This is an optimization exercise on Yosys and OpenROAD, whose aim is small area, not a production implementation. Function was checked by simulation only, so behaviour that the tests miss may differ from the original. No activity file was given, so power comes from the tool's default toggle rates.

Setup of build 25:
Design tresholding, start of the top module:
module tresholding #
(
    parameter ADC_WIDTH = 14
)
(
    input                                   clk,
    input                                   rst,
    input  signed [ADC_WIDTH-1:0]           detail_level,
    input  [31:0]                           gpio_cfg,
    input  [31:0]                           gpio_cfg_2,
    input  [27:0]                           multresult,
    output [ADC_WIDTH-1:0]                  threshold_detail_level,
    output [ADC_WIDTH-1:0]                  median_out,
    output [ADC_WIDTH-1:0]                  threshold_out_dbg,
    output [5:0]                            universal_threshold_constant_level_1,
    output [5:0]                            universal_threshold_constant_level_2,
    output [31:0]                           window_len,
    output                                  window_len_valid,
    output                                  denoise_lvl_1,
    output                                  denoise_lvl_2,
    output                                  reconsruct_lvl_2
);
==> flow/config.mk <==
export PLATFORM = sky130hd
export DESIGN_NAME = tresholding
export DESIGN_NICKNAME = tresholding
export VERILOG_FILES = /design/flow/design.v
export SDC_FILE = /design/flow/constraint.sdc
export NUM_CORES = 4
export LEC_CHECK = 0
export CAP_MARGIN = 20
export CORE_MARGIN = 2
export CORE_UTILIZATION = 60
export CTS_CLUSTER_DIAMETER = 50
export CTS_CLUSTER_SIZE = 30
export PLACE_DENSITY = 0.75
export SLEW_MARGIN = 20
==> flow/constraint.sdc <==
create_clock -name core_clock -period 8.0 [get_ports {clk}]
set_input_delay 1.6000 -clock core_clock [delete_from_list [all_inputs] [get_ports {clk}]]
set_output_delay 1.6000 -clock core_clock [all_outputs]
set_load 0.01 [all_outputs]
run.sh (not shown) runs the stock make flow with config.mk's settings and CLKGATE_MAP_FILE= SYNTH_SCRIPT=/design/flow/synth_recipe.tcl, a recipe that flattens the netlist after the stock synthesis.
Input changes introduced in build 9 (baseline for comparison: build 25):
==> flow/flow/run.sh (new file) <==
#!/bin/bash
# Layout flow: the standard ORFS flow (standard.sh) with these changes:
#  - synthesis is ORFS's synthesis through synth_recipe.tcl, except that ABC
#    maps with an area-oriented script (flow/area.abc) instead of ORFS's
#    speed script (flow/abc_wrap.tcl swaps the script; registers, their
#    names and cell types are untouched);
#  - the port buffers that global placement inserts are the smallest buffer
#    (buf_1);
#  - clock tree synthesis runs without dummy loads.
# Each tool's full output is kept in standard.log (ORFS keeps its per-step
# logs under orfs/logs).
set -euo pipefail
here=$PWD
cat >> config.mk <<'EOC'
export BUFFER_PORTS_ARGS = -buffer_cell sky130_fd_sc_hd__buf_1
export CTS_ARGS = -sink_clustering_enable -repair_clock_nets -sink_clustering_size 30 -sink_clustering_max_diameter 100 -dont_use_dummy_load
EOC
cat flow/abc_wrap.tcl synth_recipe.tcl > area_synth.tcl
export FLOW_ABC_SCRIPT=$here/flow/area.abc
sed "s#SYNTH_SCRIPT=[^ ]*synth_recipe.tcl#SYNTH_SCRIPT=$here/area_synth.tcl#" standard.sh > area_standard.sh
grep -q "SYNTH_SCRIPT=$here/area_synth.tcl" area_standard.sh
bash area_standard.sh > standard.log 2>&1
==> flow/flow/abc_wrap.tcl (new file) <==
# Map with an area-oriented ABC script instead of ORFS's speed script.
proc abc {args} {
  set i [lsearch -exact $args -script]
  if { $i >= 0 } { lset args [expr { $i + 1 }] $::env(FLOW_ABC_SCRIPT) }
  yosys abc {*}$args
}
==> flow/flow/area.abc (new file) <==
strash
dc2
dc2
dc2
dc2
dc2
dch -f
&get -n
&nf -a -R 1000
&put
==> flow/standard.sh (new file) <==
#!/bin/bash
# synth_recipe.tcl (not shown) runs the flow's synth.tcl, then flattens the netlist and writes it again
# the make line also repeats each setting of config.mk as NAME=value (left out here)
make -C /OpenROAD-flow-scripts/flow DESIGN_CONFIG=/design/flow/config.mk WORK_HOME=/design/flow/orfs CLKGATE_MAP_FILE= SYNTH_SCRIPT=/design/flow/synth_recipe.tcl "${@:-finish}"
--- a/flow/config.mk
+++ b/flow/config.mk
@@ -9,6 +9,7 @@
 export CORE_MARGIN = 2
-export CORE_UTILIZATION = 60
-export CTS_CLUSTER_DIAMETER = 50
-export CTS_CLUSTER_SIZE = 30
-export PLACE_DENSITY = 0.75
+export CORE_UTILIZATION = 70
+export PLACE_DENSITY = 0.85
+export SETUP_SLACK_MARGIN = 0.15
 export SLEW_MARGIN = 20
+export BUFFER_PORTS_ARGS = -buffer_cell sky130_fd_sc_hd__buf_1
+export CTS_ARGS = -sink_clustering_enable -repair_clock_nets -sink_clustering_size 30 -sink_clustering_max_diameter 100 -dont_use_dummy_load
removed: flow/run.sh
### Flow results
- For the total number of vias, build 9 came in 865 lower than build 25 did.
- Build 9 vs. build 25: sequential share of cell area went up by 4.2 points.
- Looking only at clock network fraction of design power, and setting everything else aside, the lower value of build 25 and build 9 goes to build 9.
- Relative to build 25, number of post-CTS setup repair buffers has gone up in build 9.
- Number of sequential cells: build 9 vs build 25 identical
- Build 9 ends up with lower synthesized instance count than build 25 does.
- Comparing build 25 and build 9, the lower core utilization was measured on build 25.
- Changes observed in build 9 relative to build 25: met2 wire length essentially unchanged; setup slack moved down.
- Slew at the pin closest to its max-slew limit, build 25 and build 9: smaller value in build 25
Changes in build 65 relative to build 9:
==> flow/flow/area.abc <==
strash
dc2
dch -f
&get -n
&nf -R 1000
&put
topo
stime -c
upsize -c
dnsize -c
--- a/flow/config.mk
+++ b/flow/config.mk
@@ -9,5 +9,6 @@
 export CORE_MARGIN = 2
-export CORE_UTILIZATION = 70
-export PLACE_DENSITY = 0.85
-export SETUP_SLACK_MARGIN = 0.15
+export CORE_UTILIZATION = 60
+export CTS_CLUSTER_DIAMETER = 100
+export CTS_CLUSTER_SIZE = 30
+export PLACE_DENSITY = 0.75
 export SLEW_MARGIN = 20
==> notes.md <==
Sort build 65 and build 9 by final period demand of the worst path asc -> top: build 65
Between build 65 and build 9, the final cycle utilization of the critical path is lower for build 65.
Area of the multi-input gates: build 65 vs build 9 up 83 um2
Comparing detailed-route wire length on metal 1 for build 65 and build 9, the smaller number came from build 9.
Summary of build 65 over build 9: adder and majority gate portion of the synthesized area comparable, die area now larger, number of iterations in the first detailed-routing pass grew by 1, via total after detailed routing down about 3.6%.
For build 95, these inputs were changed with respect to build 65:
==> flow/flow/area.abc <==
strash
dc2
dc2
dc2
dc2
dc2
dch -f
&get -n
&nf -a -R 1000
&put
--- a/flow/config.mk
+++ b/flow/config.mk
@@ -7,9 +7,8 @@
 export LEC_CHECK = 0
-export CAP_MARGIN = 20
+export CAP_MARGIN = 0
 export CORE_MARGIN = 2
 export CORE_UTILIZATION = 60
-export CTS_CLUSTER_DIAMETER = 100
-export CTS_CLUSTER_SIZE = 30
 export PLACE_DENSITY = 0.75
-export SLEW_MARGIN = 20
+export SETUP_SLACK_MARGIN = 0.15
+export SLEW_MARGIN = 0
 export BUFFER_PORTS_ARGS = -buffer_cell sky130_fd_sc_hd__buf_1
## What came out
The final layout from build 95, which completed every stage, passed the timing, DRC and antenna checks at the end of the flow. Compared with build 65, build 95 instantiates a smaller number of cells. For the final area, build 95 came in 1.5% lower than build 65 did. Diff build 65..build 95 | global-route wire length before repair | negligible.

[static timing again, ports no longer ideal]
The flow's constraints put no driver on any port. The routed layouts listed below were extracted and timed again, unchanged, in two steps.
Step 1, drivers: a clkbuf_16 drives clk and a buf_2 each remaining input, both assumed.
Step 2 also shifts input and output timing later by t, the mid clock arrival at the registers, as if the neighbouring blocks saw the same clock.
Three values: ideal ports, drivers, drivers and shift; two values: the first two.
| run | t, ns | setup slack, ns | worst hold slack (ns) | slew at the worst register clock pin (ns) | pins driven straight from the clock port |
|---|---|---|---|---|---|
| build 25 | 0.643 | 0.479 / 0.479 / 0.479 | 0.306 / 0.306 / 0.306 | 0.09 / 0.09 | 1 |
| build 9 | 0.587 | 0.383 / 0.383 / 0.383 | 0.339 / 0.339 / 0.339 | 0.12 / 0.12 | 1 |
| build 65 | 0.604 | 0.541 / 0.541 / 0.541 | 0.332 / 0.332 / 0.332 | 0.12 / 0.12 | 1 |
| build 95 | 0.603 | 0.660 / 0.660 / 0.660 | 0.330 / 0.330 / 0.330 | 0.12 / 0.12 | 1 |
After both steps every run listed still meets setup and hold.
